What follows belongs to an exercise in optimizing a design on an open flow for small area; a production flow would make more cautious choices.
Function was checked by simulation only, so behaviour that the tests miss may differ from the original.
Power is estimated from default activity; no workload was simulated.

## flow/design.v

```verilog
module mainClock(
    output reg Vsync,
    output reg Hsync,
    output [2:0] Rcolor,
    output [2:0] Gcolor,
    output [1:0] Bcolor,
    output reg [3:0] lScore,
    output reg [3:0] rScore,
    output reg [1:0] winner,
    output reg speakerOut,
    input FPGAclk,
    input reset,
    input startGame,
    input setColor,
    input setSpeed,
    input [2:0] Rinput,
    input [2:0] Ginput,
    input [1:0] Binput,
    input encoderLA,
    input encoderLB,
    input encoderRA,
    input encoderRB
    );
    function [15:0] add;
        input [15:0] a;
        input [15:0] b;
        input ci;
        integer i;
        reg c;
        begin
            c = ci;
            for (i = 0; i < 16; i = i + 1) begin
                add[i] = a[i] ^ b[i] ^ c;
                c = (a[i] & b[i]) | (c & (a[i] ^ b[i]));
            end
        end
    endfunction
    function [10:0] sub;
        input [10:0] a;
        input [10:0] b;
        reg [15:0] t;
        begin
            t = add({5'b0, a}, {5'b0, ~b}, 1'b1);
            sub = t[10:0];
        end
    endfunction
    function ltu;
        input [15:0] a;
        input [15:0] b;
        integer i;
        reg c;
        begin
            c = 0;
            for (i = 0; i < 16; i = i + 1)
                c = (~a[i] & b[i]) | (~a[i] & c) | (b[i] & c);
            ltu = c;
        end
    endfunction
    reg ph;              
    reg [9:0] X;         
    reg [9:0] Y;         
    reg cv;              
    reg inv;             
    reg [2:0] Rmem;
    reg [2:0] Gmem;
    reg [1:0] Bmem;
    reg [7:0] gameSpeed;
    reg [7:0] gameCount;
    reg [13:0] pauseCount;
    reg [4:0] toneFrq;
    reg playTone;
    reg [8:0] lp;        
    reg [8:0] rp;        
    reg [8:0] bh;        
    reg [7:0] bv;        
    reg mr, md;
    reg prevRA, prevLA;
    reg [1:0] gameState;
    assign Rcolor = cv ? (Rmem ^ {3{inv}}) : 3'd0;
    assign Gcolor = cv ? (Gmem ^ {3{inv}}) : 3'd0;
    assign Bcolor = cv ? (Bmem ^ {2{inv}}) : 2'd0;
    wire [4:0] step = 5'd17 - {1'b0, gameSpeed[7:4]};
    wire ge480 = Y[9] | (&Y[8:5]);
    wire [9:0] V = ge480 ? {4'b0, Y[9], Y[4:0]} : Y;
    wire ff = Y[9] & Y[8];   
    wire mvR = (gameState != 0) & encoderRA & ~prevRA;
    wire mvL = (gameState != 0) & encoderLA & ~prevLA;
    wire [10:0] rsum = add({2'b0, rp}, {6'b0, step} ^ {11{encoderRB}}, encoderRB);
    wire [10:0] lsum = add({2'b0, lp}, {6'b0, step} ^ {11{encoderLB}}, encoderLB);
    wire rok = encoderRB ? ~rsum[10] : ltu(rsum, 11'd355);
    wire lok = encoderLB ? ~lsum[10] : ltu(lsum, 11'd355);
    wire [8:0] rp_n = (mvR & rok) ? rsum[8:0] : rp;
    wire [8:0] lp_n = (mvL & lok) ? lsum[8:0] : lp;
    wire [8:0] pd = X[9] ? rp_n : lp_n;
    wire [10:0] dP = sub({1'b0, V}, {2'b0, pd});
    wire vP = ~dP[10] & ~ltu(dP, 11'd16) & ltu(dP, 11'd115);
    wire hP = (~ltu({1'b0, X}, 11'd601) & ltu({1'b0, X}, 11'd620))
            | (~ltu({1'b0, X}, 11'd21) & ltu({1'b0, X}, 11'd40));
    wire [10:0] dBH = sub({2'b0, X[9:1]}, {2'b0, bh});
    wire hB = ~dBH[10] & ltu(dBH, 11'd10) & ((dBH[3:0] != 0) | X[0]);
    wire [10:0] dBV = sub({2'b0, V[9:1]}, {3'b0, bv});
    wire vB = ~dBV[10] & ~ltu(dBV, 11'd8) & (ltu(dBV, 11'd17) | ((dBV[9:0] == 17) & ~V[0]));
    wire hit = ((hP & vP) | (hB & vB)) & ~ff;
    wire [8:0] pc_ = mr ? rp_n : lp_n;
    wire [10:0] dC = sub({2'b0, bv, 1'b0}, {2'b0, pc_});
    wire pHit = dC[10] ? ~ltu(dC[10:0], 11'd2029) : ltu(dC, 11'd100);
    always @(posedge FPGAclk or posedge reset) begin
        if (reset) begin
            ph = 0; X = 656; Y = 1021; Vsync = 1; Hsync = 1; cv = 0; inv = 0;
            Rmem = 0; Gmem = 0; Bmem = 0;
            gameSpeed = 128; gameCount = 0; pauseCount = 0; toneFrq = 0; playTone = 1;
            speakerOut = 0;
            lp = 190; rp = 190; bh = 155; bv = 115; mr = 0; md = 0;
            prevRA = 0; prevLA = 0; gameState = 0; lScore = 0; rScore = 0; winner = 0;
        end else begin
            if (playTone) begin
                if (ltu(pauseCount, 6200)) begin
                    if (&toneFrq) speakerOut = ~speakerOut;
                    toneFrq = add(toneFrq, 0, 1);
                    pauseCount = add(pauseCount, 0, 1);
                end else begin
                    pauseCount = 0;
                    playTone = 0;
                end
            end
            rp = rp_n;
            lp = lp_n;
            prevRA = encoderRA;
            prevLA = encoderLA;
            if (!ph) begin
                if (~X[9] | ~(X[8] | X[7])) begin
                    if (setColor) begin
                        Rmem = Rinput; Gmem = Ginput; Bmem = Binput;
                    end
                    if (setSpeed) gameSpeed = {Rinput, Ginput, Binput};
                    inv = hit;
                    cv = 1;
                    case (gameState)
                        0: if (startGame) gameState = 1;
                        1: begin
                            if (!ltu(gameCount, gameSpeed)) begin
                                gameCount = 0;
                                if (mr) begin
                                    if (bh[8] & bh[5] & bh[4] & bh[2] & bh[1]) begin  
                                        if (lScore == 9) begin
                                            gameState = 3; winner = 1; pauseCount = 0;
                                        end else begin
                                            lScore = add(lScore, 0, 1); gameState = 2; winner = 0;
                                        end
                                        mr = 0; bh = 155; bv = 115;
                                    end else if (~ltu(bh, 291) && ltu(bh, 300) && pHit) begin
                                        mr = 0; playTone = 1;
                                    end else begin
                                        bh = add(bh, 0, 1);
                                    end
                                end else begin
                                    if (bh == 0) begin
                                        if (rScore == 9) begin
                                            gameState = 3; pauseCount = 0; winner = 2;
                                        end else begin
                                            rScore = add(rScore, 0, 1); gameState = 2; winner = 0;
                                        end
                                        mr = 1; bh = 155; bv = 115;
                                    end else if (ltu(bh, 20) && ~ltu(bh, 11) && pHit) begin
                                        mr = 1; playTone = 1;
                                    end else begin
                                        bh = add(bh, 16'hffff, 0);
                                    end
                                end
                                if (md) begin
                                    if (bv[7] & bv[6] & bv[4] & bv[3] & bv[1]) begin  
                                        md = 0; bv = 217;
                                    end else begin
                                        bv = add(bv, 0, 1);
                                    end
                                end else begin
                                    if (bv == 0) begin
                                        md = 1;
                                    end else begin
                                        bv = add(bv, 16'hffff, 0);
                                    end
                                end
                            end else begin
                                gameCount = add(gameCount, 0, 1);
                            end
                        end
                        2: begin
                            if (&pauseCount) gameState = 1;
                            pauseCount = add(pauseCount, 0, 1);
                        end
                        3: begin
                            if (startGame) begin
                                rScore = 0; lScore = 0; gameState = 1; winner = 0;
                            end else begin
                                if (winner[0]) lScore = ltu(pauseCount, 625) ? 9 : 15;
                                if (winner[1]) rScore = ltu(pauseCount, 625) ? 9 : 15;
                                if (ltu(1250, pauseCount)) pauseCount = 0;
                                else pauseCount = add(pauseCount, 0, 1);
                            end
                        end
                    endcase
                end else begin
                    cv = 0;
                end
                if (X == 656) begin
                    Hsync = 0;
                    Y = (Y[9] & ~Y[8] & Y[3]) ? 10'd0 : add(Y, 0, 1);
                    Vsync = ~(Y[9] & ((~Y[8] & (Y[3] | (Y[2] & Y[1] & Y[0]))) | (Y[8] & Y[1])));
                end else if (X == 751) begin
                    Hsync = 1;
                end
                X = (X[9] & X[8] & (&X[4:0])) ? 10'd0 : add(X, 0, 1);
                ph = 1;
            end else begin
                ph = 0;
            end
        end
    end
endmodule
```

## flow/run.sh

```bash
#!/bin/bash
# synth_recipe.tcl (not shown) runs the flow's synth.tcl, then flattens the netlist and writes it again
# the make line also repeats each setting of config.mk as NAME=value (left out here)
make -C /OpenROAD-flow-scripts/flow DESIGN_CONFIG=/design/flow/config.mk WORK_HOME=/design/flow/orfs CLKGATE_MAP_FILE= SYNTH_SCRIPT=/design/flow/synth_recipe.tcl finish
```

## flow/config.mk

```make
export PLATFORM = sky130hd
export DESIGN_NAME = mainClock
export DESIGN_NICKNAME = mainClock
export VERILOG_FILES = /design/flow/design.v
export SDC_FILE = /design/flow/constraint.sdc
export NUM_CORES = 4
export LEC_CHECK = 0
export CAP_MARGIN = 20
export CORE_MARGIN = 2
export CORE_UTILIZATION = 40
export SLEW_MARGIN = 20
```

## flow/constraint.sdc

```tcl
create_clock -name core_clock -period 20.0 [get_ports {FPGAclk}]
set_input_delay 4.0000 -clock core_clock [delete_from_list [all_inputs] [get_ports {FPGAclk}]]
set_output_delay 4.0000 -clock core_clock [all_outputs]
set_load 0.01 [all_outputs]
```

==> summary.md <==
| Metric | Value |
|---|---|
| Clock share of power | approximately 27% |
| Dpl hpwl | 16400 um |
| Post-Syn Area | about 0.0098 mm2 |
| Row count | 57 |
| Fraction of power consumed by sequential logic | 29.6% |
| Startpoint Class | input pin |
| Worst Hold Path Cells | 2 |
| Vias in the first global route | 7543 |
| Bufs on Longest Clock Path | 2 |
| DRC | 0 |
| CP max stage delay | 0.66 ns |
| Storage element area | 0.00308 mm2 |
| Diodes inserted | 0 |
| Switch share | between 30% and 40% |
| Arr. time, crit path | ~14 ns |
| Yosys reg bits | 121 |
| Crit Path Class | in2reg |
| Hold path start | Vsync |
| Maxcap violations | 0 |
| Via-to-Cell Ratio | 5.32 |
| Die X-Extent | 161 um |
| DR pass1 iterations | 5 |
| Reg2reg setup slack | 9.89 ns |
| DRT iter0 DRCs | 284 |
| Final hold violations | 0 |
| Clock slew at reported path FFs | 0.06 ns |
| Final setup margin | about 6.2 ns |
| CTS Buf Count | 17 |
| Status | finished clean |
| Most common cell on crit path | fa_1 |
| Die area | 0.0258 mm2 |
| Initial core utilization | 40.5% |
| Slew headroom | 34.4% |
| Die extent in y | 161 um |
| Sw power | 489 uW |
| Ys Warns | 1 |
| GR Layer Usage met2 | 29.6% |
| Hold Path Class | reg2reg |
| Root Buffer | clkbuf_16 |
| PwrDens | ~110 mW/mm2 |
| Drt total wl | 22100 um |
| Final ANT Viol Nets | 0 |
| Ys async rst share | 100% |
| Worst Path Buf+Inv | 11 |
| I/O Buffers | 37 |
| CTS hold repair buffers | 0 |
| GR Util met3 | between 2 and 3% |
| Wire per inst | between 15 and 20 um |
| Crit path required time | around 20 ns |
| Total Routing Usage GR | a little under a fifth |
| Post-Syn Instances | approximately 1000 |
| CP max-delay cell | clkdlybuf4s50_1 |
| Top Family by Delay on Critical Path | adder cells |
| Reg2reg end | bh[0] |
| H-Tree Level Count | 4 |
| Synth unique cells | 87 |
| Slew Viols, Final | 0 |
| Net count, final | around 1200 |
| Global-route wire length before repair | 38000 um |
| Worst Clk Skew | 0.0104 ns |
| Int Power | 774 uW |
| Dpl ws | 5.76 ns |
| TNS Setup | 0 ns |
| Lkg Pwr | 0.00518 uW |
| Syn Area/Cell | 9.56 um2 |
| Largest net degree at the start of global routing | 75 |
| Endpoints failing setup | 0 |
| Critical Path End Type | register |
| Logic gate share of total power | 43.4% |
| TritonCTS Sinks | between 100 and 150 |
| Routability congestion estimate | 0.873 |
| Most used DFF post-synth | dfrtp_1 |
| Overflow after GRT | 0 |
| CTS tree | done |
| Number of synthesized flops with an enable pin | 0 |
| Post-CTS setup buffers | 0 |
| Fmax achieved | about 73 MHz |
| Share of cells above drive strength 1 | 12.9% |
| Layout area overhead | 13.2% |
| Post-CTS Resized | 0 |
| Routing usage on met1 | between 20% and 30% |
| GRT busiest layer | met2 |
| Min-Delay Endpoint | Vsync |
| Worst-path fanout max | 11 |
| Reg2reg path depth | 40 |
| RSZ-0062 raised after global routing | no |
| Area of the multi-input gates | a little over 0.006 mm2 |
| Min Tclk post-route | 13.76 ns |
| Worst-Skew Late Latency | 0.42 ns |
| Tightest Pin Transition | 0.983 ns |
| Worst r2r src | gameSpeed[4] |
| Core Region | 0.0242 mm2 |
| Detailed-route via count | 7417 |
| Initial antenna violation count | 0 |
| Final Cycle Share | 68.8% |
| Peak VDD IR | 0.0461 mV |
| Register area share after synthesis | a little under a third |
| FILL cells | 2325 |
| I/O pin count | 38 |
## metal layers
metal	share of wire (%)	up-vias	routed length, um
li1	-	3642	-
met1	48	3623	10600
met2	47	127	10400
met3	3.3	25	719
met4	1.8	0	396
met5	0	-	0
## power by group through the flow
stage / clock network [uW] / logic, uW / registers [uW]
5_1_grt: 358 / 632 / 383
4_1_cts: 348 / 553 / 374
3_5_place_dp: 0 / 549 / 377
2_1_floorplan: 0 / 410 / 357
6_report: 341 / 548 / 373
3_3_place_gp: 0 / 536 / 376
## cells in the final DEF (no fill, tap or decap), types with 12 or more instances in the layout
cell,n
and2_1,15
clkbuf_16,17
xor2_1,17
clkdlybuf4s50_1,37
nand2_1,121
dfstp_2,38
a21oi_1,29
a31oi_1,18
mux2i_1,27
dfrtp_1,83
mux2_2,28
nor3_1,16
inv_1,113
nand2b_1,18
o22ai_1,12
o21ai_0,70
nand3_1,12
nor2b_1,23
nor2_1,36
nand4_1,21
a22o_1,14
ha_1,96
fa_1,46
## synthesized netlist by cell type, types with 5 or more instances
cell type	n	area share [%]
buf_2	5	0.25
and2_1	15	0.96
o22ai_1	12	0.76
nand2b_1	18	1.1
nor2b_1	23	1.5
nor4b_1	6	0.53
dfrtp_1	83	21
a21oi_1	29	1.5
fa_1	46	9.4
clkbuf_1	20	0.76
o211ai_1	6	0.46
a31oi_1	18	1.1
a22o_1	14	1.2
nor2_1	36	1.4
inv_1	114	4.4
ha_1	96	12
a211oi_1	8	0.61
a21o_1	6	0.46
nor3_1	16	0.82
dfstp_2	38	10
xnor2_1	8	0.71
mux2_2	28	3.2
or2_2	8	0.51
a22oi_1	7	0.53
nor4_1	5	0.32
nand2_1	121	4.6
xor2_1	17	1.5
nand3_1	12	0.61
mux2i_1	27	2.8
o21ai_0	70	3.6
nand4_1	21	1.3
## final cells by class
cell class	instances	area share, %
sequential	121	27.6
multi-input combinational	761	55.3
timing repair buffer	41	3.60
tap	324	3.64
inverter	115	3.90
clock buffer	20	4.20
clock inverter	12	1.66
## stage by stage
step	util [%]	hold slack [ns]	total power, uW	cell area, um2	cells
finish	45.9	0.461	1260	11100	1394
global placement	43.2	0.451	912	10500	1362
global route	45.9	0.494	1370	11100	1394
CTS	45.9	0.465	1270	11100	1394
floorplan	-	0.443	766	9830	1029
detailed placement	43.2	0.456	926	10500	1362
## cell families (layout without fill, tap and decap cells)
logic type	after synthesis	in the layout	share of synthesized area [%]
AND/OR/NAND/NOR	316	316	16.7
AO/OA/AOI/OAI	213	213	14.9
buffers and inverters	147	188	6.06
adder cells (fa/ha/maj)	143	143	21.7
flip-flops	121	121	31.3
multiplexers	62	62	7.07
XOR/XNOR	25	25	2.23
other	1	2	0.0382
## registers in the layout (all words and copies together), names as in the netlist, 5 cells and up
register / cells
X: 10
bh: 9
gameSpeed: 8
gameCount: 8
lp: 9
rp: 9
bv: 8
pauseCount: 14
Y: 10
toneFrq: 5
## worst max path at each step
| stage | startpoint | slack [ns] | endpoint | depth (start not counted) |
|---|---|---|---|---|
| floorplan | encoderLB | 7.24 | bh[0] | 42 |
| global placement | encoderLB | 6.01 | bh[0] | 41 |
| detailed placement | encoderLB | 5.76 | bh[1] | 41 |
| CTS | encoderLB | 6.20 | bh[0] | 41 |
| global route | encoderLB | 5.50 | bh[0] | 41 |
| finish | encoderLB | 6.24 | bh[0] | 41 |
## tightest hold or removal path, cell delays in order, from the launching register on
cell and delay (ns):
dfstp_2 0.37, inv_1 0.04, a21oi_1 0.05

==> what the ideal ports hide <==
In the flow no input, the clock included, has a driving cell. The finished layout below was timed again as built, in two steps. Step 1 (the two cells are an assumption about what drives the block):
set clk [get_ports {FPGAclk}]
set_driving_cell -lib_cell sky130_fd_sc_hd__clkbuf_16 $clk
set_driving_cell -lib_cell sky130_fd_sc_hd__buf_2 [delete_from_list [all_inputs] $clk]
Step 2 also shifts input and output timing later by t, the mid clock arrival at the registers, as if the neighbouring blocks saw the same clock. Slacks: ideal ports / drivers / drivers and shift; pairs: ideal ports / drivers.
t (ns): 0.464
setup WS [ns]: 6.245 / 6.267 / 5.803
hold slack, ns: 0.461 / 0.461 / 0.461
cell pins on the clock port's net: 1
After both steps this run still meets setup and hold. For this run, drivers alone change the setup slack by +0.022 ns; drivers and shift together by -0.442 ns.
